From an optimization exercise on the open Yosys and OpenROAD flow, aimed at small area and a short achievable clock period; shortcuts taken in it are not production practice. Function was checked by simulation only, so behaviour that the tests miss may differ from the original.

==> flow/design.v <==
module rca #(parameter W = 16) (
  input  wire [W-1:0] a,
  input  wire [W-1:0] b,
  input  wire         ci,
  output wire [W-1:0] s
);
  wire [W:0] c;
  assign c[0] = ci;
  genvar i;
  generate
    for (i = 0; i < W; i = i + 1) begin : bit_
      assign s[i]   = a[i] ^ b[i] ^ c[i];
      assign c[i+1] = (a[i] & b[i]) | (a[i] & c[i]) | (b[i] & c[i]);
    end
  endgenerate
endmodule
module tw_csa (
  input  wire [16:0] u,
  input  wire [17:0] v,
  input  wire        rm,
  input  wire [26:0] cst,
  output wire [15:0] z
);
  wire n1 = (u[16] & rm) ^ u[15];
  wire n2 = (u[16] & rm) & u[15];
  wire n3 = u[4] ^ v[3];
  wire n4 = u[4] & v[3];
  wire n5 = u[5] ^ v[4] ^ cst[8];
  wire n6 = (u[5] & v[4]) | (u[5] & cst[8]) | (v[4] & cst[8]);
  wire n7 = (u[6] & rm) ^ (u[3] & rm);
  wire n8 = ~(u[6] & rm) & ~(u[3] & rm);
  wire n9 = u[6] ^ v[5] ^ cst[9];
  wire n10 = (u[6] & v[5]) | (u[6] & cst[9]) | (v[5] & cst[9]);
  wire n11 = (u[7] & rm) ^ (u[4] & rm);
  wire n12 = ~(u[7] & rm) & ~(u[4] & rm);
  wire n13 = u[7] ^ v[6] ^ (v[0] & rm);
  wire n14 = (u[7] & v[6]) | (u[7] & (v[0] & rm)) | (v[6] & (v[0] & rm));
  wire n15 = ~cst[10] ^ (u[8] & rm) ^ (u[5] & rm);
  wire n16 = (~cst[10] & (u[8] & rm)) | (~cst[10] & (u[5] & rm)) | ((u[8] & rm) & (u[5] & rm));
  wire n17 = u[8] ^ u[0] ^ v[7];
  wire n18 = (u[8] & u[0]) | (u[8] & v[7]) | (u[0] & v[7]);
  wire n19 = (v[1] & rm) ^ cst[11] ^ ~(u[9] & rm);
  wire n20 = ((v[1] & rm) & cst[11]) | ((v[1] & rm) & ~(u[9] & rm)) | (cst[11] & ~(u[9] & rm));
  wire n21 = (u[6] & rm) ^ u[4];
  wire n22 = ~(u[6] & rm) & ~u[4];
  wire n23 = u[9] ^ u[1] ^ v[8];
  wire n24 = (u[9] & u[1]) | (u[9] & v[8]) | (u[1] & v[8]);
  wire n25 = (v[2] & rm) ^ cst[12] ^ ~(u[10] & rm);
  wire n26 = ((v[2] & rm) & cst[12]) | ((v[2] & rm) & ~(u[10] & rm)) | (cst[12] & ~(u[10] & rm));
  wire n27 = (u[7] & rm) ^ u[5] ^ v[4];
  wire n28 = ((u[7] & rm) & u[5]) | ((u[7] & rm) & v[4]) | (u[5] & v[4]);
  wire n29 = u[10] ^ u[2] ^ v[9];
  wire n30 = (u[10] & u[2]) | (u[10] & v[9]) | (u[2] & v[9]);
  wire n31 = (v[3] & rm) ^ cst[13] ^ ~(u[11] & rm);
  wire n32 = ((v[3] & rm) & cst[13]) | ((v[3] & rm) & ~(u[11] & rm)) | (cst[13] & ~(u[11] & rm));
  wire n33 = (u[8] & rm) ^ u[6] ^ v[5];
  wire n34 = ((u[8] & rm) & u[6]) | ((u[8] & rm) & v[5]) | (u[6] & v[5]);
  wire n35 = u[11] ^ u[3] ^ v[10];
  wire n36 = (u[11] & u[3]) | (u[11] & v[10]) | (u[3] & v[10]);
  wire n37 = (v[4] & rm) ^ cst[14] ^ ~(u[12] & rm);
  wire n38 = ((v[4] & rm) & cst[14]) | ((v[4] & rm) & ~(u[12] & rm)) | (cst[14] & ~(u[12] & rm));
  wire n39 = (u[9] & rm) ^ u[7] ^ v[6];
  wire n40 = ((u[9] & rm) & u[7]) | ((u[9] & rm) & v[6]) | (u[7] & v[6]);
  wire n41 = u[12] ^ u[4] ^ v[11];
  wire n42 = (u[12] & u[4]) | (u[12] & v[11]) | (u[4] & v[11]);
  wire n43 = (v[5] & rm) ^ cst[15] ^ ~(u[13] & rm);
  wire n44 = ((v[5] & rm) & cst[15]) | ((v[5] & rm) & ~(u[13] & rm)) | (cst[15] & ~(u[13] & rm));
  wire n45 = (u[10] & rm) ^ u[8] ^ v[7];
  wire n46 = ((u[10] & rm) & u[8]) | ((u[10] & rm) & v[7]) | (u[8] & v[7]);
  wire n47 = u[13] ^ u[5] ^ v[12];
  wire n48 = (u[13] & u[5]) | (u[13] & v[12]) | (u[5] & v[12]);
  wire n49 = (v[6] & rm) ^ cst[16] ^ ~(u[14] & rm);
  wire n50 = ((v[6] & rm) & cst[16]) | ((v[6] & rm) & ~(u[14] & rm)) | (cst[16] & ~(u[14] & rm));
  wire n51 = (u[11] & rm) ^ u[9] ^ v[8];
  wire n52 = ((u[11] & rm) & u[9]) | ((u[11] & rm) & v[8]) | (u[9] & v[8]);
  wire n53 = u[14] ^ u[6] ^ v[13];
  wire n54 = (u[14] & u[6]) | (u[14] & v[13]) | (u[6] & v[13]);
  wire n55 = (v[7] & rm) ^ cst[17] ^ ~(u[15] & rm);
  wire n56 = ((v[7] & rm) & cst[17]) | ((v[7] & rm) & ~(u[15] & rm)) | (cst[17] & ~(u[15] & rm));
  wire n57 = (u[12] & rm) ^ u[10] ^ v[9];
  wire n58 = ((u[12] & rm) & u[10]) | ((u[12] & rm) & v[9]) | (u[10] & v[9]);
  wire n59 = u[7] ^ v[14] ^ (v[8] & rm);
  wire n60 = (u[7] & v[14]) | (u[7] & (v[8] & rm)) | (v[14] & (v[8] & rm));
  wire n61 = cst[18] ^ n1 ^ ~(u[13] & rm);
  wire n62 = (cst[18] & n1) | (cst[18] & ~(u[13] & rm)) | (n1 & ~(u[13] & rm));
  wire n63 = u[11] ^ v[10] ^ ~1'b1;
  wire n64 = (u[11] & v[10]) | (u[11] & ~1'b1) | (v[10] & ~1'b1);
  wire n65 = u[8] ^ v[15] ^ (v[9] & rm);
  wire n66 = (u[8] & v[15]) | (u[8] & (v[9] & rm)) | (v[15] & (v[9] & rm));
  wire n67 = cst[19] ^ n2 ^ ~u[16];
  wire n68 = (cst[19] & n2) | (cst[19] & ~u[16]) | (n2 & ~u[16]);
  wire n69 = (u[14] & rm) ^ u[12] ^ v[11];
  wire n70 = ((u[14] & rm) & u[12]) | ((u[14] & rm) & v[11]) | (u[12] & v[11]);
  wire n71 = u[9] ^ v[16] ^ (v[10] & rm);
  wire n72 = (u[9] & v[16]) | (u[9] & (v[10] & rm)) | (v[16] & (v[10] & rm));
  wire n73 = ~cst[20] ^ (u[15] & rm) ^ u[13];
  wire n74 = (~cst[20] & (u[15] & rm)) | (~cst[20] & u[13]) | ((u[15] & rm) & u[13]);
  wire n75 = v[12] ^ 1'b1;
  wire n76 = ~v[12] & 1'b1;
  wire n77 = (u[16] & rm) ^ u[10] ^ (v[11] & rm);
  wire n78 = ((u[16] & rm) & u[10]) | ((u[16] & rm) & (v[11] & rm)) | (u[10] & (v[11] & rm));
  wire n79 = ~cst[21] ^ u[14] ^ v[17];
  wire n80 = (~cst[21] & u[14]) | (~cst[21] & v[17]) | (u[14] & v[17]);
  wire n81 = v[13] ^ 1'b1;
  wire n82 = ~v[13] & 1'b1;
  wire n83 = u[11] ^ (v[12] & rm) ^ cst[22];
  wire n84 = (u[11] & (v[12] & rm)) | (u[11] & cst[22]) | ((v[12] & rm) & cst[22]);
  wire n85 = u[2] ^ v[1] ^ cst[5];
  wire n86 = (u[2] & v[1]) | (u[2] & cst[5]) | (v[1] & cst[5]);
  wire n87 = u[3] ^ v[2] ^ cst[6];
  wire n88 = (u[3] & v[2]) | (u[3] & cst[6]) | (v[2] & cst[6]);
  wire n89 = cst[7] ^ n3 ^ ~(u[5] & rm);
  wire n90 = (cst[7] & n3) | (cst[7] & ~(u[5] & rm)) | (n3 & ~(u[5] & rm));
  wire n91 = (u[2] & rm) ^ u[0];
  wire n92 = ~(u[2] & rm) & ~u[0];
  wire n93 = n4 ^ n5 ^ n7;
  wire n94 = (n4 & n5) | (n4 & n7) | (n5 & n7);
  wire n95 = u[1] ^ v[0] ^ ~1'b1;
  wire n96 = (u[1] & v[0]) | (u[1] & ~1'b1) | (v[0] & ~1'b1);
  wire n97 = n6 ^ n8 ^ n9;
  wire n98 = (n6 & n8) | (n6 & n9) | (n8 & n9);
  wire n99 = ~n11 ^ u[2] ^ v[1];
  wire n100 = (~n11 & u[2]) | (~n11 & v[1]) | (u[2] & v[1]);
  wire n101 = n10 ^ n12 ^ n13;
  wire n102 = (n10 & n12) | (n10 & n13) | (n12 & n13);
  wire n103 = u[3] ^ v[2] ^ n15;
  wire n104 = (u[3] & v[2]) | (u[3] & n15) | (v[2] & n15);
  wire n105 = n14 ^ n17 ^ n19;
  wire n106 = (n14 & n17) | (n14 & n19) | (n17 & n19);
  wire n107 = ~n21 ^ v[3] ^ n16;
  wire n108 = (~n21 & v[3]) | (~n21 & n16) | (v[3] & n16);
  wire n109 = n18 ^ n20 ^ n22;
  wire n110 = (n18 & n20) | (n18 & n22) | (n20 & n22);
  wire n111 = n23 ^ n25 ^ ~n27;
  wire n112 = (n23 & n25) | (n23 & ~n27) | (n25 & ~n27);
  wire n113 = n24 ^ n26 ^ n29;
  wire n114 = (n24 & n26) | (n24 & n29) | (n26 & n29);
  wire n115 = ~n31 ^ n28 ^ n33;
  wire n116 = (~n31 & n28) | (~n31 & n33) | (n28 & n33);
  wire n117 = n30 ^ n32 ^ n35;
  wire n118 = (n30 & n32) | (n30 & n35) | (n32 & n35);
  wire n119 = ~n37 ^ n34 ^ n39;
  wire n120 = (~n37 & n34) | (~n37 & n39) | (n34 & n39);
  wire n121 = n36 ^ n38 ^ n41;
  wire n122 = (n36 & n38) | (n36 & n41) | (n38 & n41);
  wire n123 = ~n43 ^ n40 ^ n45;
  wire n124 = (~n43 & n40) | (~n43 & n45) | (n40 & n45);
  wire n125 = n42 ^ n44 ^ n47;
  wire n126 = (n42 & n44) | (n42 & n47) | (n44 & n47);
  wire n127 = ~n49 ^ n46 ^ n51;
  wire n128 = (~n49 & n46) | (~n49 & n51) | (n46 & n51);
  wire n129 = n48 ^ n50 ^ n53;
  wire n130 = (n48 & n50) | (n48 & n53) | (n50 & n53);
  wire n131 = ~n55 ^ n52 ^ n57;
  wire n132 = (~n55 & n52) | (~n55 & n57) | (n52 & n57);
  wire n133 = n54 ^ n56 ^ n59;
  wire n134 = (n54 & n56) | (n54 & n59) | (n56 & n59);
  wire n135 = ~n61 ^ n58 ^ n63;
  wire n136 = (~n61 & n58) | (~n61 & n63) | (n58 & n63);
  wire n137 = n60 ^ n62 ^ n65;
  wire n138 = (n60 & n62) | (n60 & n65) | (n62 & n65);
  wire n139 = ~n67 ^ n64 ^ n69;
  wire n140 = (~n67 & n64) | (~n67 & n69) | (n64 & n69);
  wire n141 = n66 ^ n68 ^ n71;
  wire n142 = (n66 & n68) | (n66 & n71) | (n68 & n71);
  wire n143 = n70 ^ n73 ^ n75;
  wire n144 = (n70 & n73) | (n70 & n75) | (n73 & n75);
  wire n145 = n72 ^ n76 ^ n77;
  wire n146 = (n72 & n76) | (n72 & n77) | (n76 & n77);
  wire n147 = n74 ^ n79 ^ n81;
  wire n148 = (n74 & n79) | (n74 & n81) | (n79 & n81);
  wire n149 = n78 ^ n82 ^ n83;
  wire n150 = (n78 & n82) | (n78 & n83) | (n82 & n83);
  wire n151 = u[15] ^ v[14] ^ n80;
  wire n152 = (u[15] & v[14]) | (u[15] & n80) | (v[14] & n80);
  wire n153 = u[16] ^ u[12] ^ (v[13] & rm);
  wire n154 = (u[16] & u[12]) | (u[16] & (v[13] & rm)) | (u[12] & (v[13] & rm));
  wire n155 = cst[23] ^ n84 ^ ~v[15];
  wire n156 = (cst[23] & n84) | (cst[23] & ~v[15]) | (n84 & ~v[15]);
  wire n157 = u[13] ^ (v[14] & rm) ^ cst[24];
  wire n158 = (u[13] & (v[14] & rm)) | (u[13] & cst[24]) | ((v[14] & rm) & cst[24]);
  wire n159 = v[16] ^ 1'b1;
  wire n160 = ~v[16] & 1'b1;
  wire n161 = u[14] ^ v[17] ^ (v[15] & rm);
  wire n162 = (u[14] & v[17]) | (u[14] & (v[15] & rm)) | (v[17] & (v[15] & rm));
  wire n163 = u[15] ^ (v[16] & rm);
  wire n164 = u[15] & (v[16] & rm);
  wire n165 = u[1] ^ v[0];
  wire n166 = u[1] & v[0];
  wire n167 = ~n85 ^ (u[3] & rm) ^ (u[0] & rm);
  wire n168 = (~n85 & (u[3] & rm)) | (~n85 & (u[0] & rm)) | ((u[3] & rm) & (u[0] & rm));
  wire n169 = n86 ^ n87 ^ ~(u[4] & rm);
  wire n170 = (n86 & n87) | (n86 & ~(u[4] & rm)) | (n87 & ~(u[4] & rm));
  wire n171 = n88 ^ n89 ^ n91;
  wire n172 = (n88 & n89) | (n88 & n91) | (n89 & n91);
  wire n173 = n90 ^ n92 ^ n93;
  wire n174 = (n90 & n92) | (n90 & n93) | (n92 & n93);
  wire n175 = n94 ^ n97 ^ ~n96;
  wire n176 = (n94 & n97) | (n94 & ~n96) | (n97 & ~n96);
  wire n177 = n98 ^ n101 ^ ~n100;
  wire n178 = (n98 & n101) | (n98 & ~n100) | (n101 & ~n100);
  wire n179 = n102 ^ n105 ^ ~n104;
  wire n180 = (n102 & n105) | (n102 & ~n104) | (n105 & ~n104);
  wire n181 = n106 ^ n109 ^ n111;
  wire n182 = (n106 & n109) | (n106 & n111) | (n109 & n111);
  wire n183 = n110 ^ n112 ^ n113;
  wire n184 = (n110 & n112) | (n110 & n113) | (n112 & n113);
  wire n185 = n114 ^ n117 ^ ~n116;
  wire n186 = (n114 & n117) | (n114 & ~n116) | (n117 & ~n116);
  wire n187 = n118 ^ n121 ^ ~n120;
  wire n188 = (n118 & n121) | (n118 & ~n120) | (n121 & ~n120);
  wire n189 = n122 ^ n125 ^ ~n124;
  wire n190 = (n122 & n125) | (n122 & ~n124) | (n125 & ~n124);
  wire n191 = n126 ^ n129 ^ ~n128;
  wire n192 = (n126 & n129) | (n126 & ~n128) | (n129 & ~n128);
  wire n193 = n130 ^ n133 ^ ~n132;
  wire n194 = (n130 & n133) | (n130 & ~n132) | (n133 & ~n132);
  wire n195 = n134 ^ n137 ^ ~n136;
  wire n196 = (n134 & n137) | (n134 & ~n136) | (n137 & ~n136);
  wire n197 = n138 ^ n141 ^ ~n140;
  wire n198 = (n138 & n141) | (n138 & ~n140) | (n141 & ~n140);
  wire n199 = n142 ^ n145 ^ ~n144;
  wire n200 = (n142 & n145) | (n142 & ~n144) | (n145 & ~n144);
  wire n201 = n146 ^ n149 ^ ~n148;
  wire n202 = (n146 & n149) | (n146 & ~n148) | (n149 & ~n148);
  wire n203 = n150 ^ n153 ^ n155;
  wire n204 = (n150 & n153) | (n150 & n155) | (n153 & n155);
  wire n205 = n154 ^ n156 ^ n157;
  wire n206 = (n154 & n156) | (n154 & n157) | (n156 & n157);
  wire n207 = cst[25] ^ n158 ^ n160;
  wire n208 = (cst[25] & n158) | (cst[25] & n160) | (n158 & n160);
  wire n209 = cst[26] ^ n162 ^ n163;
  wire n210 = (cst[26] & n162) | (cst[26] & n163) | (n162 & n163);
  wire n211 = cst[2] ^ (u[0] & rm);
  wire n212 = cst[2] & ~(u[0] & rm);
  wire n213 = u[0] ^ cst[3] ^ ~(u[1] & rm);
  wire n214 = (u[0] & cst[3]) | (u[0] & ~(u[1] & rm)) | (cst[3] & ~(u[1] & rm));
  wire n215 = cst[4] ^ n165 ^ ~(u[2] & rm);
  wire n216 = (cst[4] & n165) | (cst[4] & ~(u[2] & rm)) | (n165 & ~(u[2] & rm));
  wire n217 = n166 ^ ~n167 ^ 1'b1;
  wire n218 = (n166 & ~n167) | (n166 & 1'b1) | (~n167 & 1'b1);
  wire n219 = ~n169 ^ (u[1] & rm) ^ n168;
  wire n220 = (~n169 & (u[1] & rm)) | (~n169 & n168) | ((u[1] & rm) & n168);
  wire n221 = n170 ^ n171 ^ 1'b1;
  wire n222 = (n170 & n171) | (n170 & 1'b1) | (n171 & 1'b1);
  wire n223 = n172 ^ n173 ^ ~n95;
  wire n224 = (n172 & n173) | (n172 & ~n95) | (n173 & ~n95);
  wire n225 = n174 ^ n175 ^ ~n99;
  wire n226 = (n174 & n175) | (n174 & ~n99) | (n175 & ~n99);
  wire n227 = n176 ^ n177 ^ ~n103;
  wire n228 = (n176 & n177) | (n176 & ~n103) | (n177 & ~n103);
  wire n229 = n178 ^ n179 ^ ~n107;
  wire n230 = (n178 & n179) | (n178 & ~n107) | (n179 & ~n107);
  wire n231 = n180 ^ n181 ^ ~n108;
  wire n232 = (n180 & n181) | (n180 & ~n108) | (n181 & ~n108);
  wire n233 = n182 ^ n183 ^ ~n115;
  wire n234 = (n182 & n183) | (n182 & ~n115) | (n183 & ~n115);
  wire n235 = n184 ^ n185 ^ ~n119;
  wire n236 = (n184 & n185) | (n184 & ~n119) | (n185 & ~n119);
  wire n237 = n186 ^ n187 ^ ~n123;
  wire n238 = (n186 & n187) | (n186 & ~n123) | (n187 & ~n123);
  wire n239 = n188 ^ n189 ^ ~n127;
  wire n240 = (n188 & n189) | (n188 & ~n127) | (n189 & ~n127);
  wire n241 = n190 ^ n191 ^ ~n131;
  wire n242 = (n190 & n191) | (n190 & ~n131) | (n191 & ~n131);
  wire n243 = n192 ^ n193 ^ ~n135;
  wire n244 = (n192 & n193) | (n192 & ~n135) | (n193 & ~n135);
  wire n245 = n194 ^ n195 ^ ~n139;
  wire n246 = (n194 & n195) | (n194 & ~n139) | (n195 & ~n139);
  wire n247 = n196 ^ n197 ^ ~n143;
  wire n248 = (n196 & n197) | (n196 & ~n143) | (n197 & ~n143);
  wire n249 = n198 ^ n199 ^ ~n147;
  wire n250 = (n198 & n199) | (n198 & ~n147) | (n199 & ~n147);
  wire n251 = n200 ^ n201 ^ ~n151;
  wire n252 = (n200 & n201) | (n200 & ~n151) | (n201 & ~n151);
  wire n253 = n202 ^ n203 ^ ~n152;
  wire n254 = (n202 & n203) | (n202 & ~n152) | (n203 & ~n152);
  wire n255 = n204 ^ n205 ^ ~n159;
  wire n256 = (n204 & n205) | (n204 & ~n159) | (n205 & ~n159);
  wire n257 = n161 ^ n206 ^ n207;
  wire n258 = (n161 & n206) | (n161 & n207) | (n206 & n207);
  wire n259 = n208 ^ n209 ^ 1'b1;
  wire n260 = (n208 & n209) | (n208 & 1'b1) | (n209 & 1'b1);
  wire n261 = 1'b1 ^ n211;
  wire n262 = 1'b1 & ~n211;
  wire n263 = n212 ^ n213 ^ n262;
  wire n264 = (n212 & n213) | (n212 & n262) | (n213 & n262);
  wire n265 = n214 ^ n215 ^ n264;
  wire n266 = (n214 & n215) | (n214 & n264) | (n215 & n264);
  wire n267 = n216 ^ n217 ^ n266;
  wire n268 = (n216 & n217) | (n216 & n266) | (n217 & n266);
  wire n269 = n218 ^ ~n219 ^ n268;
  wire n270 = (n218 & ~n219) | (n218 & n268) | (~n219 & n268);
  wire n271 = ~n220 ^ n221 ^ n270;
  wire n272 = (~n220 & n221) | (~n220 & n270) | (n221 & n270);
  wire n273 = n222 ^ n223 ^ n272;
  wire n274 = (n222 & n223) | (n222 & n272) | (n223 & n272);
  wire n275 = n224 ^ n225 ^ n274;
  wire n276 = (n224 & n225) | (n224 & n274) | (n225 & n274);
  wire n277 = n226 ^ n227 ^ n276;
  wire n278 = (n226 & n227) | (n226 & n276) | (n227 & n276);
  wire n279 = n228 ^ n229 ^ n278;
  wire n280 = (n228 & n229) | (n228 & n278) | (n229 & n278);
  wire n281 = n230 ^ n231 ^ n280;
  wire n282 = (n230 & n231) | (n230 & n280) | (n231 & n280);
  wire n283 = n232 ^ n233 ^ n282;
  wire n284 = (n232 & n233) | (n232 & n282) | (n233 & n282);
  wire n285 = n234 ^ n235 ^ n284;
  wire n286 = (n234 & n235) | (n234 & n284) | (n235 & n284);
  wire n287 = n236 ^ n237 ^ n286;
  wire n288 = (n236 & n237) | (n236 & n286) | (n237 & n286);
  wire n289 = n238 ^ n239 ^ n288;
  wire n290 = (n238 & n239) | (n238 & n288) | (n239 & n288);
  wire n291 = n240 ^ n241 ^ n290;
  wire n292 = (n240 & n241) | (n240 & n290) | (n241 & n290);
  wire n293 = n242 ^ n243 ^ n292;
  wire n294 = (n242 & n243) | (n242 & n292) | (n243 & n292);
  wire n295 = n244 ^ n245 ^ n294;
  wire n296 = (n244 & n245) | (n244 & n294) | (n245 & n294);
  wire n297 = n246 ^ n247 ^ n296;
  wire n298 = (n246 & n247) | (n246 & n296) | (n247 & n296);
  wire n299 = n248 ^ n249 ^ n298;
  wire n300 = (n248 & n249) | (n248 & n298) | (n249 & n298);
  wire n301 = n250 ^ n251 ^ n300;
  wire n302 = (n250 & n251) | (n250 & n300) | (n251 & n300);
  wire n303 = n252 ^ n253 ^ n302;
  wire n304 = (n252 & n253) | (n252 & n302) | (n253 & n302);
  wire n305 = n254 ^ n255 ^ n304;
  wire n306 = (n254 & n255) | (n254 & n304) | (n255 & n304);
  wire n307 = n256 ^ n257 ^ n306;
  wire n308 = (n256 & n257) | (n256 & n306) | (n257 & n306);
  wire n309 = n258 ^ n259 ^ n308;
  wire n310 = (n258 & n259) | (n258 & n308) | (n259 & n308);
  assign z = {n309, n307, n305, n303, n301, n299, n297, n295, n293, n291, n289, n287, n285, n283, n281, n279};
endmodule
module tw_prep (
  input  wire [15:0] ar, ai,
  input  wire        w1, w3, w9, w2, w6,
  output wire [16:0] y0, y1,
  output wire        od_p, od_n, os_p, os_n
);
  wire [16:0] xr = {ar[15], ar}, xi = {ai[15], ai};
  wire [16:0] ts, g;
  rca #(17) u_ts (.a(xr), .b(xi), .ci(1'b0), .s(ts));    
  rca #(17) u_g  (.a(xi), .b(~xr), .ci(1'b0), .s(g));    
  assign od_p = g[16] & ~g[15];     
  assign od_n = ~g[16] & g[15];     
  assign os_p = ~ts[16] & ts[15];   
  assign os_n = ts[16] & ~ts[15];   
  assign y0 = w3 ? xi : w9 ? ~xr : w2 ? ts : w6 ? g : xr;
  assign y1 = w3 ? xr : w9 ? ~xi : w2 ? g : w6 ? ~ts : xi;
endmodule
module tw_mul (
  input  wire [16:0] y0, y1,
  input  wire        w1, w3, w9, w2, w6,
  input  wire        od_p, od_n, os_p, os_n,
  output wire [15:0] zr, zi
);
  wire rm = w1 | w3 | w9;
  wire [26:0] kr = w9 ? 27'd2676 : w6 ? 27'd1448 : 27'd0;
  wire [26:0] ki = w1 ? 27'd784 : (w3 | w9) ? 27'd1892 : (w2 | w6) ? 27'd1448 : 27'd0;
  wire [26:0] br = w1 ? 27'd1892 : w3 ? 27'd784 : w9 ? -27'd1892 : w2 ? 27'd1448 : w6 ? -27'd1448 : 27'd0;
  wire [26:0] bi = w1 ? -27'd784 : w3 ? -27'd1892 : w9 ? 27'd784 : (w2 | w6) ? -27'd1448 : 27'd0;
  wire [26:0] cr = kr + (od_p ? -(br << 16) : od_n ? (br << 16) : 27'd0);
  wire [26:0] ci = ki + (os_p ? -(bi << 16) : os_n ? (bi << 16) : 27'd0);
  wire [16:0] ui = y1 ^ {17{w3}};
  wire [16:0] vi = y0 ^ {17{~w3}};
  tw_csa u_re (.u(y0), .v(rm ? {y1[16], y1} : {y0, 1'b0}), .rm(rm), .cst(cr), .z(zr));
  tw_csa u_im (.u(ui), .v(rm ? {vi[16], vi} : {y1, 1'b0}), .rm(rm), .cst(ci), .z(zi));
endmodule
module FFT_TOB (
  input  wire signed [15:0] Input_re,
  input  wire signed [15:0] Input_Im,
  input  wire               cordic_Valid,
  input  wire               clk,
  input  wire               rst,
  output wire signed [15:0] Output_FFT_Re,
  output wire signed [15:0] Output_FFT_Im,
  output wire               Data_Valid
);
  reg [3:0] p;
  reg       dv;
  always @(posedge clk or negedge rst)
    if (!rst) begin
      p  <= 4'd0;
      dv <= 1'b0;
    end else begin
      if (cordic_Valid) p <= p + 4'd1;
      if (p == 4'd14)   dv <= 1'b1;
    end
  assign Data_Valid = dv;
  wire p3 = p[3], p2 = p[2], p1 = p[1], p0 = p[0];
  wire first = (p == 4'd0);
  wire last  = (p == 4'd15);
  reg [127:0] d1r, d1i;    
  reg [63:0]  d2r, d2i;    
  reg [31:0]  d3r, d3i;    
  reg [15:0]  d4r, d4i;    
  reg [15:0]  zr, zi;      
  reg [16:0]  y0, y1;      
  reg         yw1, yw3, yw9, yw2, yw6, yw4, yodp, yodn, yosp, yosn;
  reg [15:0]  ar, ai;      
  reg [15:0]  br, bi;      
  wire [15:0] xr = Input_re, xi = Input_Im;
  wire [15:0] r1r = d1r[127:112], r1i = d1i[127:112];
  wire [15:0] r2r = d2r[63:48],   r2i = d2i[63:48];
  wire [15:0] r3r = d3r[31:16],   r3i = d3i[31:16];
  wire [15:0] r4r = d4r,          r4i = d4i;
  wire [15:0] a1r, a1i, b1r, b1i;
  rca u_a1r (.a(r1r), .b(xr),  .ci(1'b0), .s(a1r));
  rca u_a1i (.a(r1i), .b(xi),  .ci(1'b0), .s(a1i));
  rca u_b1r (.a(r1r), .b(~xr), .ci(1'b1), .s(b1r));
  rca u_b1i (.a(r1i), .b(~xi), .ci(1'b1), .s(b1i));
  wire [15:0] s1r = p3 ? a1r : r1r;
  wire [15:0] s1i = p3 ? a1i : r1i;
  wire [15:0] w1r = p3 ? b1r : xr;
  wire [15:0] w1i = p3 ? b1i : xi;
  wire c2 = ~p3 & p2;
  wire [15:0] b2r, b2i, a2r, a2i;
  rca u_b2r (.a(r2r), .b(~(c2 ? r1i : s1r)),      .ci(1'b1), .s(b2r));
  rca u_b2i (.a(r2i), .b(c2 ? r1r : ~s1i),        .ci(~c2),  .s(b2i));
  wire [15:0] w2r = p2 ? b2r : s1r;
  wire [15:0] w2i = p2 ? b2i : s1i;
  rca u_a2r (.a(r2r), .b(s1r), .ci(1'b0), .s(a2r));
  rca u_a2i (.a(r2i), .b(s1i), .ci(1'b0), .s(a2i));
  wire [3:0]  q   = p + 4'd2;
  wire [15:0] t2r = d2r[31:16], t2i = d2i[31:16];
  wire [15:0] t1r = d1r[95:80], t1i = d1i[95:80];
  wire        qsw = ~q[3] & q[2];
  wire [15:0] yr, yi;
  rca u_yr (.a(t2r), .b(qsw ? t1i : 16'd0),  .ci(1'b0), .s(yr));
  rca u_yi (.a(t2i), .b(qsw ? ~t1r : 16'd0), .ci(qsw), .s(yi));
  wire qw1 = (q == 4'd5);
  wire qw3 = (q == 4'd7) | (q == 4'd9);
  wire qw9 = (q == 4'd11);
  wire qw2 = (q == 4'd1) | (q == 4'd6);
  wire qw6 = (q == 4'd3) | (q == 4'd10);
  wire qw4 = (q == 4'd2);
  wire [16:0] py0, py1;
  wire        podp, podn, posp, posn;
  tw_prep u_prep (.ar(yr), .ai(yi), .w1(qw1), .w3(qw3), .w9(qw9), .w2(qw2), .w6(qw6),
                  .y0(py0), .y1(py1), .od_p(podp), .od_n(podn), .os_p(posp), .os_n(posn));
  wire [15:0] er, ei;
  tw_mul u_mul (.y0(y0), .y1(y1), .w1(yw1), .w3(yw3), .w9(yw9), .w2(yw2), .w6(yw6),
                .od_p(yodp), .od_n(yodn), .os_p(yosp), .os_n(yosn), .zr(er), .zi(ei));
  wire ymul = yw1 | yw3 | yw9 | yw2 | yw6;
  wire [15:0] ny0;
  rca u_ny0 (.a(~y0[15:0]), .b(16'd0), .ci(1'b1), .s(ny0));
  wire        x3  = p3 & p2;
  wire [15:0] mr  = x3 ? a2r : zr;
  wire [15:0] mi  = x3 ? a2i : zi;
  wire [15:0] b3r, b3i;
  rca u_b3r (.a(r3r), .b(~mr), .ci(1'b1), .s(b3r));
  rca u_b3i (.a(r3i), .b(~mi), .ci(1'b1), .s(b3i));
  wire [15:0] w3r = p1 ? b3r : mr;
  wire [15:0] w3i = p1 ? b3i : mi;
  wire c5 = p0 & ~p1;
  wire [15:0] s3r, s3i, a3r, a3i, o4r, o4i, e4r, e4i, sumr, sumi, a8r, a8i;
  rca u_a3r (.a(r3r), .b(zr), .ci(1'b0), .s(a3r));
  rca u_a3i (.a(r3i), .b(zi), .ci(1'b0), .s(a3i));
  wire [15:0] s3or = p1 ? a3r : r3r;
  wire [15:0] s3oi = p1 ? a3i : r3i;
  rca u_e4r (.a(r4r), .b(c5 ? r3i : s3or),  .ci(1'b0), .s(e4r));
  rca u_e4i (.a(r4i), .b(c5 ? ~r3r : s3oi), .ci(c5),   .s(e4i));
  assign o4r = p0 ? e4r : r4r;
  assign o4i = p0 ? e4i : r4i;
  out_add u_or (.acc(first ? 16'd0 : ar), .x(xr), .o(o4r), .last(last), .sum(sumr), .y(Output_FFT_Re));
  out_add u_oi (.acc(first ? 16'd0 : ai), .x(xi), .o(o4i), .last(last), .sum(sumi), .y(Output_FFT_Im));
  wire [15:0] i4r = c5 ? r3i : s3or;
  wire [15:0] b4r, b4i;
  rca u_b4r (.a(r4r), .b(~i4r), .ci(1'b1), .s(b4r));
  rca u_b4i (.a(r4i), .b(c5 ? r3r : ~s3oi), .ci(~c5), .s(b4i));
  rca u_a8r (.a(first ? 16'd0 : br), .b(xr ^ {16{p0}}), .ci(p0), .s(a8r));
  rca u_a8i (.a(first ? 16'd0 : bi), .b(xi ^ {16{p0}}), .ci(p0), .s(a8i));
  wire [15:0] w4r = last ? a8r : p0 ? b4r : s3or;
  wire [15:0] w4i = last ? a8i : p0 ? b4i : s3oi;
  always @(posedge clk) begin
    d1r <= {d1r[111:0], w1r};  d1i <= {d1i[111:0], w1i};
    d2r <= {d2r[47:0],  w2r};  d2i <= {d2i[47:0],  w2i};
    d3r <= {d3r[15:0],  w3r};  d3i <= {d3i[15:0],  w3i};
    d4r <= w4r;                d4i <= w4i;
    y0  <= py0;                y1  <= py1;
    yw1 <= qw1; yw3 <= qw3; yw9 <= qw9; yw2 <= qw2; yw6 <= qw6; yw4 <= qw4;
    yodp <= podp; yodn <= podn; yosp <= posp; yosn <= posn;
    zr  <= ymul ? er : yw4 ? y1[15:0] : y0[15:0];
    zi  <= ymul ? ei : yw4 ? ny0 : y1[15:0];
    ar  <= sumr;               ai  <= sumi;
    br  <= a8r;                bi  <= a8i;
  end
endmodule
module out_add (
  input  wire [15:0] acc,
  input  wire [15:0] x,
  input  wire [15:0] o,
  input  wire        last,
  output wire [15:0] sum,
  output wire [15:0] y
);
  assign sum = acc + x;
  assign y   = last ? sum : o;
endmodule
==> flow/flow/run.sh <==
#!/bin/bash
cp standard.sh standard_sh_copy.log
echo "export SETUP_SLACK_MARGIN = 13.7" >> config.mk
bash standard.sh > standard.log 2>&1
==> flow/standard.sh <==
#!/bin/bash
# synth_recipe.tcl (not shown) runs the flow's synth.tcl, then flattens the netlist and writes it again
# the make line also repeats each setting of config.mk as NAME=value (left out here)
make -C /OpenROAD-flow-scripts/flow DESIGN_CONFIG=/design/flow/config.mk WORK_HOME=/design/flow/orfs CLKGATE_MAP_FILE= SYNTH_SCRIPT=/design/flow/synth_recipe.tcl "${@:-finish}"
==> flow/config.mk <==
export PLATFORM = sky130hd
export DESIGN_NAME = FFT_TOB
export DESIGN_NICKNAME = FFT_TOB
export VERILOG_FILES = /design/flow/design.v
export SDC_FILE = /design/flow/constraint.sdc
export NUM_CORES = 4
export LEC_CHECK = 0
export CAP_MARGIN = 20
export CORE_MARGIN = 2
export CORE_UTILIZATION = 40
export CTS_BUF_LIST = sky130_fd_sc_hd__clkbuf_8 sky130_fd_sc_hd__clkbuf_16
export CTS_CLUSTER_DIAMETER = 120
export CTS_CLUSTER_SIZE = 25
export SLEW_MARGIN = 20
export SETUP_SLACK_MARGIN = 13.7
==> flow/constraint.sdc <==
create_clock -name core_clock -period 27.0 [get_ports {clk}]
set_input_delay 5.4000 -clock core_clock [delete_from_list [all_inputs] [get_ports {clk}]]
set_output_delay 5.4000 -clock core_clock [all_outputs]
set_load 0.01 [all_outputs]
==> qor.json, run 1 <==
{
  "tritoncts_clock_tree": "yes",
  "drc": 0,
  "hold_path.class": "reg -> reg",
  "synth_area_um2": 37000,
  "maxSlewHeadroom": 0.349,
  "dr.first_iter.drc_count": 1460,
  "place_area_um2": 38800,
  "place.gp.congestion": 0.865,
  "synth.avg_cell_area_um2": 10.4,
  "cts.root.buffer_cell": "clkbuf_16",
  "synth_sequential_area_ratio": 0.339,
  "preCtsSetupSlack_ns": 12.39,
  "crit_fanout": 7,
  "critPathTopFamily": "buffers and inverters",
  "timing.critical_path.cells": "clkdlybuf4s50_1 -> ha_2 -> a21oi_1 -> o21ai_0 -> a21oi_1 -> and3b_1 -> and3_1 -> nor3_1 -> mux2_2 -> dlygate4sd2_1",
  "fp.dieH_um": 308,
  "netlist-cell-type-count": 67,
  "ant_nets": 0,
  "fp.dieArea_um2": 94900,
  "synth_edf_count": 0,
  "grtUsageTotal": 0.197,
  "synth_area_leaders": "dfxtp_1 34%, fa_1 30%, inv_1 5.9%",
  "filler_cell_count": 8796,
  "floorplan.io_pins": 68,
  "proportion_of_netlist_area_held_by_the_largest_area_contributor": 0.336,
  "rsz0062_at_grt": "yes",
  "detail_route.wirelength_um": 90800,
  "ys_ff_latch": 625,
  "max_freq_mhz": 73.7,
  "crit_path_frequent_cell": "a21oi_1",
  "detail_route.wl_per_cell_um": 19.0,
  "cp_slowest_cell": "clkdlybuf4s50_1",
  "clock_skew_ns": 0.0385,
  "setup-tns-final_ns": 0,
  "initial_standard_cell_utilization_of_the_core": 0.404,
  "yosys_most_used_dff": "dfxtp_1",
  "htreeDepth": 1,
  "first_global_vias": 24411,
  "timing.setup.critical_path_class": "in -> out",
  "crit_path_start_kind": "primary input",
  "time_the_final_worst_path_needs_with_i_o_delays_and_setup_ns": 13.58,
  "layout_worst_path_cycle_share": 0.503,
  "core.rowCount": 111,
  "layout.nets": 4274,
  "post_route_cells_drive_above_1_share": 0.0828,
  "end_kind": "output pin",
  "die-width_um": 308,
  "cp_data_arrival_time_ns": 8.18,
  "post-route-cell-area_um2": 40500,
  "ys_warn_count": 1,
  "cts_inserted_buffers": 29,
  "multi_input_comb_area_um2": 22200,
  "via_count": 23737,
  "report.final.setup_viol": 0,
  "async_flop_share": 0.00800,
  "max-clock-path-buffers": 3,
  "syn-num-nets": 4262,
  "grt_first_pass_wirelength_um": 144000,
  "finalWorstSetupSlack_ns": 13.42,
  "run_status": "complete, no violations",
  "io_buffer_count": 67,
  "timing.critical_path.buf_inv": 2,
  "timing.final.hold_violations": 0,
  "worst_setup_hold_path_clk_slew_ns": 0.11,
  "fp.coreArea_um2": 91700,
  "clock_sinks": 625,
  "clk_latency_ns": 0.64,
  "max_transition_viols_final": 0,
  "grt_overflow": 0,
  "grt_start_max_net_pins": 81,
  "drtPass1Iterations": 6,
  "max-cap-violations": 0,
  "synth_largest_area_cell": "dfxtp_1",
  "vias_per_cell": 4.97,
  "worst_slew_pin_slew_ns": 0.977,
  "areaGrowthSynthToFinish_pct": 9.43,
  "detailed_place_hpwl_um": 72000,
  "synth_cells": 3571,
  "register_area_um2": 12600,
  "antenna_violations_before_repair": 2,
  "timing.critical_path.required_ns": 21.60,
  "critical_path.max_stage_delay_ns": 0.82
}
==> state kept, by name (all words and copies together), names as in the netlist, 4 cells and up <==
signal and flops:
ai 16, ar 16, bi 16, br 16, d1i 128, d1r 128
d2i 64, d2r 64, d3i 32, d3r 32, d4i 16, d4r 16
p 4, y0 17, y1 17, zi 16, zr 16
==> metal layers <==
layer / part of all wire / vias to the layer above / global-route usage / wire length [um]
met3: 0.039 / 100 / 0.0225 / 3560
met1: 0.45 / 11928 / 0.276 / 41300
met4: 0.028 / 0 / 0.0490 / 2580
met5: 0 / - / 0 / 0
met2: 0.48 / 441 / 0.326 / 43400
li1: - / 11268 / - / -
==> stage by stage <==
stage | utilization | hold slack [ns] | instances
floorplan | - | 0.310 | 3571
global placement | 0.423 | 0.310 | 4698
detailed placement | 0.423 | 0.312 | 4698
CTS | 0.439 | 0.321 | 4761
global route | 0.442 | 0.327 | 4773
finish | 0.442 | 0.313 | 4774
==> path summary, 6_finish.rpt <==
check                                     start           endpoint  slack (ns)  cells after the start
worst max-delay path               Input_re[10]  Output_FFT_Re[15]       13.42                     10
worst min-delay path            d1i[38]$_DFF_P_    d1i[54]$_DFF_P_        0.31                      0
worst max register to register      yw3$_DFF_P_     zi[15]$_DFF_P_       15.47                     35
worst min register to register  d1i[38]$_DFF_P_    d1i[54]$_DFF_P_        0.31                      0
max in group asynchronous                   rst   p[0]$_DFFE_PN0P_       21.77                      1
min in group asynchronous                   rst     dv$_DFFE_PN0N_        4.99                      1
==> cell usage after synthesis (all sizes together) (5+ instances only) <==
cell / count
mux2i: 131
o21a: 21
buf: 37
inv: 587
ha: 106
nand2: 271
a21o: 37
o22ai: 7
a221oi: 22
xor2: 38
o211ai: 34
clkbuf: 118
o21bai: 5
a21oi: 185
fa: 550
a2111oi: 12
nand2b: 39
xnor2: 95
dfrtp: 5
nor2b: 7
o31ai: 11
or2: 6
mux2: 24
dfxtp: 620
o21ai: 222
a21boi: 6
nand3: 18
and3: 11
nor3: 10
a211o: 14
a211oi: 15
a22oi: 9
nor2: 202
and2: 44
==> placed cells by master (no fill, tap or decap), types with 44 or more instances in the layout <==
master	netlist	routed
a21oi_1	185	180
and2_1	44	44
buf_4	0	63
dfxtp_1	620	613
fa_1	550	498
fa_2	0	52
ha_1	106	91
inv_1	584	582
mux2i_1	131	108
nand2_1	271	269
nor2_1	202	202
o21ai_0	206	197
xnor2_1	94	90
==> layout make-up <==
cell class	count	area share
multi-input cells	2203	0.548
flip-flops and latches	625	0.310
inverters	588	0.0545
well taps	1186	0.0367
repair buffers	136	0.0311
clock buffers	30	0.0183
clock inverters	5	0.00108
diodes	1	0.0000618
==> cells by family after synthesis <==
group | Yosys count | synth area share
multiplexers | 155 | 0.0428
AND/OR/NAND/NOR | 626 | 0.0736
adder cells (fa/ha/maj) | 657 | 0.334
XOR/XNOR | 133 | 0.0317
flip-flops | 625 | 0.339
AO/OA/AOI/OAI | 632 | 0.103
buffers and inverters | 743 | 0.0759
==> repair_timing <==
item,in CTS,in global routing
hold buffers,0,0
endpoints found under the setup margin,31,17
setup buffers,26,11
gates cloned,2,0
gates resized for setup,206,48
pin swaps,27,19
==> run 2, diff against run 1 <==
==> flow/flow/run.sh (replaced) <==
#!/bin/bash
cp standard.sh standard_sh_copy.log
echo "export SETUP_SLACK_MARGIN = 13.5" >> config.mk
bash standard.sh > standard.log 2>&1
--- a/flow/config.mk
+++ b/flow/config.mk
@@ -12,4 +12,4 @@
 export CTS_CLUSTER_DIAMETER = 120
 export CTS_CLUSTER_SIZE = 25
 export SLEW_MARGIN = 20
-export SETUP_SLACK_MARGIN = 13.7
+export SETUP_SLACK_MARGIN = 13.5
==> run 2 against run 1 <==
Critical path depth stayed put. Synthesized cell count stayed put. Setup slack better by 0.044 ns. Fmax is 0.32% higher. Utilization is 0.22 points lower. Register-to-register slack worse by 0.67 ns. Sequential share of layout area is 0.15 points higher. Cell area is 0.49% lower. Sequential cell count stayed put. Wire length is 0.81% lower. Largest cell class unchanged. Highest routed layer unchanged.
==> qor.json, run 2 <==
{
  "layout_worst_path_cycle_share": {"value": 0.501, "change": "-0.00161"},
  "synth_top_family_by_area": "adder cells",
  "post_synthesis_xor_xnor_area_fraction": {"value": 0.0317, "change": "unchanged"},
  "initial_standard_cell_utilization_of_the_core": {"value": 0.404, "change": "unchanged"},
  "place_area": {"value": 38800, "unit": "um^2", "change": "about the same"},
  "regToRegStartpoint": "yw3$_DFF_P_",
  "worst_setup_hold_path_clk_slew": {"value": 0.10, "unit": "ns", "change": "about the same"},
  "synth_largest_area_cell": "dfxtp_1",
  "crit_fanout": {"value": 8, "change": "+1"},
  "clock_sinks": {"value": 625, "change": "unchanged"},
  "first_global_vias": {"value": 24316, "change": "-0.39%"},
  "ys_top_cells_by_count": "620 x dfxtp_1, 584 x inv_1, 550 x fa_1",
  "grt_overflow": {"value": 0, "change": "unchanged"},
  "ys_ff_latch": {"value": 625, "change": "unchanged"},
  "placed_cells_incl_taps": {"value": 4700, "change": "+0.043%"},
  "drc": {"value": 0, "change": "unchanged"},
  "critical_path_end": "Output_FFT_Re[15]",
  "max_freq": {"value": 73.9, "unit": "MHz", "change": "+0.32%"},
  "time_the_final_worst_path_needs_with_i_o_delays_and_setup": {"value": 13.53, "unit": "ns", "change": "-0.0436 ns"},
  "synth-simple-area-share": {"value": 0.0736, "change": "unchanged"},
  "clk_latency": {"value": 0.64, "unit": "ns", "change": "about the same"},
  "core.rowCount": {"value": 111, "change": "unchanged"},
  "synth_area_leaders": "dfxtp_1 34%, fa_1 30%, inv_1 5.9%",
  "htreeDepth": {"value": 1, "change": "unchanged"},
  "detailed_place_hpwl": {"value": 72200, "unit": "um", "change": "+0.27%"},
  "fp.coreArea": {"value": 91700, "unit": "um^2", "change": "unchanged"},
  "floorplan.io_pins": {"value": 68, "change": "unchanged"},
  "via_count": {"value": 23596, "change": "-0.59%"},
  "max-clock-path-buffers": {"value": 3, "change": "unchanged"},
  "max-cap-violations": {"value": 0, "change": "unchanged"},
  "tritoncts_clock_tree": "yes",
  "post_route_cells_drive_above_1_share": {"value": 0.0739, "change": "-0.00887"},
  "fin_cells": {"value": 4759, "change": "-0.31%"},
  "synth_most_common_cell": "dfxtp_1",
  "fp.dieArea": {"value": 94900, "unit": "um^2", "change": "unchanged"},
  "mostFrequentLayoutCells": "615 x dfxtp_1, 584 x inv_1, 496 x fa_1",
  "post-route-cell-area": {"value": 40300, "unit": "um^2", "change": "-0.49%"},
  "proportion_of_netlist_area_held_by_the_largest_area_contributor": {"value": 0.336, "change": "unchanged"},
  "synth_mux_area_frac": {"value": 0.0428, "change": "unchanged"},
  "max_transition_viols_final": {"value": 0, "change": "unchanged"},
  "async_flop_share": {"value": 0.00800, "change": "unchanged"},
  "die-width": {"value": 308, "unit": "um", "change": "unchanged"},
  "rrSetupSlack": {"value": 14.80, "unit": "ns", "change": "-0.67 ns"},
  "r2r_end": "zi[15]$_DFF_P_",
  "rsz0062_at_grt": "yes",
  "areaGrowthSynthToFinish_pct": 8.89,
  "syn-num-nets": {"value": 4262, "change": "unchanged"},
  "netlist-cell-type-count": {"value": 67, "change": "unchanged"},
  "most_common_cell_after_layout_fill_and_taps_aside": "dfxtp_1",
  "maxSlewHeadroom": {"value": 0.313, "change": "-0.0363"},
  "timing.critical_path.required": {"value": 21.60, "unit": "ns", "change": "about the same"},
  "run_status": "complete, no violations",
  "clock_skew": {"value": 0.0370, "unit": "ns", "change": "-0.00151 ns"},
  "whs": {"value": 0.324, "unit": "ns", "change": "+0.0111 ns"},
  "synth_sequential_area_ratio": {"value": 0.339, "change": "unchanged"},
  "crit_path_start_kind": "primary input",
  "synth_edf_count": {"value": 0, "change": "unchanged"},
  "vias_per_cell": {"value": 4.96, "change": "-0.28%"},
  "grt_start_max_net_pins": {"value": 79, "change": "-2.5%"},
  "worst_slew_pin_slew": {"value": 1.02, "unit": "ns", "change": "+0.0471 ns"},
  "synth.avg_cell_area": {"value": 10.4, "unit": "um^2", "change": "unchanged"},
  "grtUsageTotal": {"value": 0.196, "change": "-0.00145"},
  "antenna_violations_before_repair": {"value": 4, "change": "+2"},
  "io_buffer_count": {"value": 67, "change": "unchanged"},
  "cts.root.buffer_cell": "clkbuf_16",
  "layout.nets": {"value": 4258, "change": "-0.37%"},
  "dr.first_iter.drc_count": {"value": 1616, "change": "+11%"},
  "ant_nets": {"value": 0, "change": "unchanged"},
  "fp.dieH": {"value": 308, "unit": "um", "change": "unchanged"},
  "detail_route.wl_per_cell": {"value": 18.9, "unit": "um", "change": "-0.50%"},
  "cts.hold.buffers_added": {"value": 0, "change": "unchanged"},
  "grt_first_pass_wirelength": {"value": 143000, "unit": "um", "change": "-0.72%"},
  "largestRegisters": "d1i x128, d1r x128",
  "yosys_most_used_dff": "dfxtp_1",
  "r2r.worst_path.cells": {"value": 36, "change": "+2.9%"},
  "synth_cells": {"value": 3571, "change": "unchanged"},
  "setup-tns-final": {"value": 0, "unit": "ns", "change": "unchanged"},
  "cp_data_arrival_time": {"value": 8.13, "unit": "ns", "change": "-0.05 ns"},
  "place.gp.congestion": {"value": 0.888, "change": "+2.7%"},
  "report.final.setup_viol": {"value": 0, "change": "unchanged"},
  "synth-adder-area-share": {"value": 0.334, "change": "unchanged"},
  "timing.final.hold_violations": {"value": 0, "change": "unchanged"},
  "detail_route.wirelength": {"value": 90100, "unit": "um", "change": "-0.81%"},
  "end_kind": "output pin",
  "synth_compound_area_frac": {"value": 0.103, "change": "unchanged"},
  "timing.setup.critical_path_class": "in -> out",
  "drtPass1Iterations": {"value": 5, "change": "-1"},
  "synth_area": {"value": 37000, "unit": "um^2", "change": "unchanged"},
  "cts_inserted_buffers": {"value": 29, "change": "unchanged"},
  "cp_launch_point": "Input_re[12]",
  "ys_warn_count": {"value": 1, "change": "unchanged"},
  "hold_path.class": "reg -> reg"
}
-- run 2: worst min path at each step --
stage | end | slack, ns | startpoint | cells past startpoint
3_3_place_gp | d1i[120]$_DFF_P_ | 0.31 | d1i[104]$_DFF_P_ | 0
3_5_place_dp | d1r[85]$_DFF_P_ | 0.31 | d1r[69]$_DFF_P_ | 0
6_report | d2i[61]$_DFF_P_ | 0.32 | d2i[45]$_DFF_P_ | 0
2_1_floorplan | d1i[112]$_DFF_P_ | 0.31 | d1i[96]$_DFF_P_ | 0
4_1_cts | d1r[23]$_DFF_P_ | 0.32 | d1r[7]$_DFF_P_ | 0
5_1_grt | d2i[55]$_DFF_P_ | 0.32 | d2i[39]$_DFF_P_ | 0
-- run 2: cell type report --
class | instances | area (um^2)
fill | 8714 | 51400
clock inverter | 6 | 82.6
timing repair buffer | 120 | 1090
antenna | 2 | 5.00
clock buffer | 29 | 726
inverter | 588 | 2210
tap | 1186 | 1480
sequential | 625 | 12600
multi-input combinational | 2203 | 22100
-- run 2: routing by layer --
layer	GRT usage	part of all wire	vias up
met3	0.0214	0.041	105
met4	0.0571	0.032	0
met1	0.276	0.46	11780
li1	-	-	11226
met2	0.319	0.47	485
met5	0	0	-
-- run 2: per-stage QoR --
step / utilization / setup slack, ns
floorplan: - / 13.52
global placement: 0.423 / 12.66
detailed placement: 0.423 / 12.65
CTS: 0.438 / 13.40
global route: 0.439 / 13.30
finish: 0.439 / 13.47
-- run 2: cell families (layout without fill, tap and decap cells) --
group | after synthesis | count (layout)
flip-flops | 625 | 625
buffers and inverters | 743 | 743
AND/OR/NAND/NOR | 626 | 626
AO/OA/AOI/OAI | 632 | 632
adder cells (fa/ha/maj) | 657 | 657
XOR/XNOR | 133 | 133
other | 0 | 2
multiplexers | 155 | 155
-- run 2: what timing repair did --
action,CTS,global route
pin swaps,27,15
endpoints found under the setup margin,22,17
gates resized for setup,173,49
buffers inserted,17,5
-- run 2: worst max-delay path, stage by stage --
cell,delay (ns)
clkdlybuf4s50_1,0.67
ha_2,0.55
inv_1,0.07
o21ai_0,0.28
a21oi_1,0.15
and3b_1,0.19
and3_1,0.17
nor3_1,0.23
mux2_4,0.20
clkdlybuf4s15_2,0.22
==> run 3, diff against run 2 <==
==> flow/flow/run.sh (replaced) <==
#!/bin/bash
cp standard.sh standard_sh_copy.log
echo "export SETUP_SLACK_MARGIN = 13.1" >> config.mk
bash standard.sh > standard.log 2>&1
--- a/flow/config.mk
+++ b/flow/config.mk
@@ -12,4 +12,4 @@
 export CTS_CLUSTER_DIAMETER = 120
 export CTS_CLUSTER_SIZE = 25
 export SLEW_MARGIN = 20
-export SETUP_SLACK_MARGIN = 13.5
+export SETUP_SLACK_MARGIN = 13.1
==> run 3 against run 2 <==
Die area is the same. Synthesized area stayed put. Non-clock buffer count decreased by 2. Clock-buffer cell count is the same. Largest cell class unchanged. Clock skew is 0.0018 ns higher. Utilization shrank 0.22 points. Highest routed layer is now met5. Global-route usage decreased by 0.11 points. Cell count decreased by 0.13%. Critical path depth fell by 1. Cell area fell by 0.50%.
==> qor.json, run 3 <==
{
  "critical_path.max_stage_delay": {"value": 0.73, "unit": "ns", "change": "+0.06 ns"},
  "grt_overflow": {"value": 0, "change": "unchanged"},
  "cts.hold.buffers_added": {"value": 0, "change": "unchanged"},
  "ys_top_cells_by_count": "620 x dfxtp_1, 584 x inv_1, 550 x fa_1",
  "vias_per_cell": {"value": 4.98, "change": "+0.39%"},
  "grt_first_pass_wirelength": {"value": 142000, "unit": "um", "change": "-0.51%"},
  "rsz0062_at_grt": "yes",
  "async_flop_share": {"value": 0.00800, "change": "unchanged"},
  "setup-tns-final": {"value": 0, "unit": "ns", "change": "unchanged"},
  "yosys_most_used_dff": "dfxtp_1",
  "synth_edf_count": {"value": 0, "change": "unchanged"},
  "synth_cells": {"value": 3571, "change": "unchanged"},
  "clock_sinks": {"value": 625, "change": "unchanged"},
  "placed_cells_incl_taps": {"value": 4697, "change": "-0.064%"},
  "mostFrequentLayoutCells": "616 x dfxtp_1, 586 x inv_1, 508 x fa_1",
  "htreeDepth": {"value": 1, "change": "unchanged"},
  "crit_path_start_kind": "primary input",
  "hold_path.class": "reg -> reg",
  "cts.root.buffer_cell": "clkbuf_16",
  "grtUsageTotal": {"value": 0.195, "change": "-0.00109"},
  "cp_data_arrival_time": {"value": 8.39, "unit": "ns", "change": "+0.26 ns"},
  "syn-num-nets": {"value": 4262, "change": "unchanged"},
  "tritoncts_clock_tree": "yes",
  "clock_skew": {"value": 0.0388, "unit": "ns", "change": "+0.00179 ns"},
  "r2r.worst_path.cells": {"value": 36, "change": "unchanged"},
  "drtPass1Iterations": {"value": 5, "change": "unchanged"},
  "end_kind": "output pin",
  "antenna_violations_before_repair": {"value": 2, "change": "-2"},
  "worst_slew_pin_slew": {"value": 0.899, "unit": "ns", "change": "-0.125 ns"},
  "dr.first_iter.drc_count": {"value": 1505, "change": "-6.9%"},
  "r2r_end": "zi[15]$_DFF_P_",
  "place.gp.congestion": {"value": 0.877, "change": "-1.3%"},
  "ant_nets": {"value": 0, "change": "unchanged"},
  "run_status": "complete, no violations",
  "synth_most_common_cell": "dfxtp_1",
  "timing.critical_path.required": {"value": 21.60, "unit": "ns", "change": "about the same"},
  "regToRegStartpoint": "yw3$_DFF_P_",
  "worst_setup_hold_path_clk_slew": {"value": 0.10, "unit": "ns", "change": "about the same"},
  "antennaDiodeCount": {"value": 0, "change": "-2"},
  "synth_sequential_area_ratio": {"value": 0.339, "change": "unchanged"},
  "holdCritStartpoint": "d3i[9]$_DFF_P_",
  "grt_start_max_net_pins": {"value": 79, "change": "unchanged"},
  "detail_route.wirelength": {"value": 90100, "unit": "um", "change": "about the same"},
  "crit_path_frequent_cell": "clkdlybuf4s50_1",
  "report.final.setup_viol": {"value": 0, "change": "unchanged"},
  "time_the_final_worst_path_needs_with_i_o_delays_and_setup": {"value": 13.79, "unit": "ns", "change": "+0.256 ns"},
  "cp_slowest_cell": "clkdlybuf4s50_1",
  "core.rowCount": {"value": 111, "change": "unchanged"},
  "rrSetupSlack": {"value": 14.81, "unit": "ns", "change": "about the same"},
  "maxSlewHeadroom": {"value": 0.401, "change": "+0.0881"},
  "first_global_vias": {"value": 24104, "change": "-0.87%"},
  "io_buffer_count": {"value": 67, "change": "unchanged"},
  "areaGrowthSynthToFinish_pct": 8.35,
  "max_transition_viols_final": {"value": 0, "change": "unchanged"},
  "timing.setup.critical_path_class": "in -> out",
  "timing.final.hold_violations": {"value": 0, "change": "unchanged"},
  "ys_ff_latch": {"value": 625, "change": "unchanged"},
  "proportion_of_netlist_area_held_by_the_largest_area_contributor": {"value": 0.336, "change": "unchanged"},
  "timing.critical_path.cells": "clkdlybuf4s50_1 -> ha_1 -> o21ai_0 -> a21boi_2 -> o41ai_4 -> o21ai_4 -> a2111o_1 -> o211ai_1 -> clkdlybuf4s50_1",
  "crit_cells": {"value": 9, "change": "-1"},
  "layout.nets": {"value": 4256, "change": "-0.047%"},
  "critPathTopFamily": "compound AO/OA/AOI/OAI gates",
  "max-clock-path-buffers": {"value": 3, "change": "unchanged"},
  "synth.avg_cell_area": {"value": 10.4, "unit": "um^2", "change": "unchanged"},
  "fin_cells": {"value": 4753, "change": "-0.13%"},
  "max_freq": {"value": 72.5, "unit": "MHz", "change": "-1.9%"},
  "detail_route.wl_per_cell": {"value": 19.0, "unit": "um", "change": "+0.12%"},
  "fp.dieArea": {"value": 94900, "unit": "um^2", "change": "unchanged"},
  "layout_worst_path_cycle_share": {"value": 0.511, "change": "+0.00950"},
  "largestRegisters": "d1i x128, d1r x128",
  "detailed_place_hpwl": {"value": 72000, "unit": "um", "change": "-0.21%"},
  "hold_end": "d3i[25]$_DFF_P_",
  "via_count": {"value": 23657, "change": "+0.26%"},
  "drc": {"value": 0, "change": "unchanged"},
  "timing.critical_path.buf_inv": {"value": 2, "change": "-1"},
  "hold_path_depth": {"value": 0, "change": "unchanged"},
  "initial_standard_cell_utilization_of_the_core": {"value": 0.404, "change": "unchanged"},
  "post_route_cells_drive_above_1_share": {"value": 0.0578, "change": "-0.0162"},
  "cts_inserted_buffers": {"value": 29, "change": "unchanged"},
  "fp.dieH": {"value": 308, "unit": "um", "change": "unchanged"},
  "synth_area_leaders": "dfxtp_1 34%, fa_1 30%, inv_1 5.9%",
  "die-width": {"value": 308, "unit": "um", "change": "unchanged"},
  "crit_fanout": {"value": 6, "change": "-2"},
  "max-cap-violations": {"value": 0, "change": "unchanged"},
  "most_common_cell_after_layout_fill_and_taps_aside": "dfxtp_1",
  "ys_warn_count": {"value": 1, "change": "unchanged"},
  "synth_largest_area_cell": "dfxtp_1",
  "floorplan.io_pins": {"value": 68, "change": "unchanged"},
  "fp.coreArea": {"value": 91700, "unit": "um^2", "change": "unchanged"},
  "synth_area": {"value": 37000, "unit": "um^2", "change": "unchanged"},
  "netlist-cell-type-count": {"value": 67, "change": "unchanged"},
  "layout.core_utilization": {"value": 0.437, "change": "-0.00220"},
  "clk_latency": {"value": 0.63, "unit": "ns", "change": "about the same"}
}
==> run 3: cell counts after synthesis <==
Identical to the previous run, type by type.
==> run 3: worst register-to-register path: cells and delay by family (launching register included) <==
kind            cells  cell delay (ns)
xor+xnor            3             0.50
fa+ha+maj          19             7.82
compound gates      3             0.41
buf+inv             7             2.46
flops               1             0.32
simple gates        4             0.57
==> run 3: worst max-delay path by stage <==
stage,slack [ns],from,endpoint
after floorplan,13.11,p[1]$_DFFE_PN0P_,Output_FFT_Im[15]
after global placement,12.45,p[1]$_DFFE_PN0P_,Output_FFT_Re[15]
after detailed placement,12.43,p[1]$_DFFE_PN0P_,Output_FFT_Re[15]
after CTS,13.01,d3r[16]$_DFF_P_,Output_FFT_Re[15]
after global routing,12.99,d3r[16]$_DFF_P_,Output_FFT_Re[15]
final,13.21,Input_re[3],Output_FFT_Re[12]
==> run 3: per-stage QoR <==
stage	cell area (um^2)	hold WS, ns	setup WS (ns)
2_1_floorplan	37000	0.310	13.11
6_report	40100	0.316	13.21
3_3_place_gp	38800	0.310	12.45
4_1_cts	39900	0.320	13.01
5_1_grt	40100	0.321	12.99
3_5_place_dp	38800	0.312	12.43
==> run 3: kinds of logic (layout without fill, tap and decap cells) <==
kind of cell | Yosys count | after routing | share of synthesized area
buffers and inverters | 743 | 739 | 0.0759
adder cells (fa/ha/maj) | 657 | 657 | 0.334
AO/OA/AOI/OAI | 632 | 632 | 0.103
AND/OR/NAND/NOR | 626 | 626 | 0.0736
flip-flops | 625 | 625 | 0.339
multiplexers | 155 | 155 | 0.0428
XOR/XNOR | 133 | 133 | 0.0317
==> run 3: what timing repair did <==
| item | CTS | global route |
|---|---|---|
| gates resized for setup | 76 | 48 |
| setup buffers | 16 | 3 |
| cloned | 3 | 0 |
| hold endpoints to repair | 0 | 0 |
| pin swaps | 8 | 10 |
| endpoints found under the setup margin | 12 | 14 |
==> run 3: metal layers <==
| layer | vias up | track usage | routed length, um |
|---|---|---|---|
| li1 | 11245 | - | - |
| met1 | 11865 | 0.276 | 41500 |
| met2 | 447 | 0.321 | 42900 |
| met3 | 98 | 0.0218 | 3430 |
| met4 | 2 | 0.0448 | 2300 |
| met5 | - | 0 | 12 |
==> run 3: area by class of cell <==
type	instances	area [um^2]
clock buffers	29	726
clock inverters	4	35.0
fillers	8793	51600
inverters	588	2210
multi-input cells	2203	21900
flip-flops and latches	625	12600
well taps	1186	1480
repair buffers	118	1140

port drivers added, routing unchanged:
The results above use ideal ports. As a check the final layouts listed here were re-extracted and re-timed, cells and wires unchanged. Step 1 sets driving cells, clkbuf_16 on the clock port and buf_2 on the other inputs (assumed; they add their load-dependent delay and slew). Step 2 adds t to the input delays and takes it off the output delays; t is the mean of the earliest and latest rising clock arrival at the registers after step 1. Input paths then give back, and output paths get back, about the clock's delay inside the block. Three values: ideal, step 1, step 2; two values: the first two.
run	shift t [ns]	slack for setup (ns)	latest minus earliest clock arrival (ns)
run 1	0.693	13.422 / 13.394 / 13.394	0.041 / 0.041
run 2	0.694	13.466 / 13.444 / 13.289	0.038 / 0.039
run 3	0.674	13.210 / 13.116 / 13.116	0.041 / 0.040
After both steps every run listed still meets setup and hold. For run 2, which loses most, drivers alone change the setup slack by -0.022 ns; drivers and shift together by -0.177 ns.
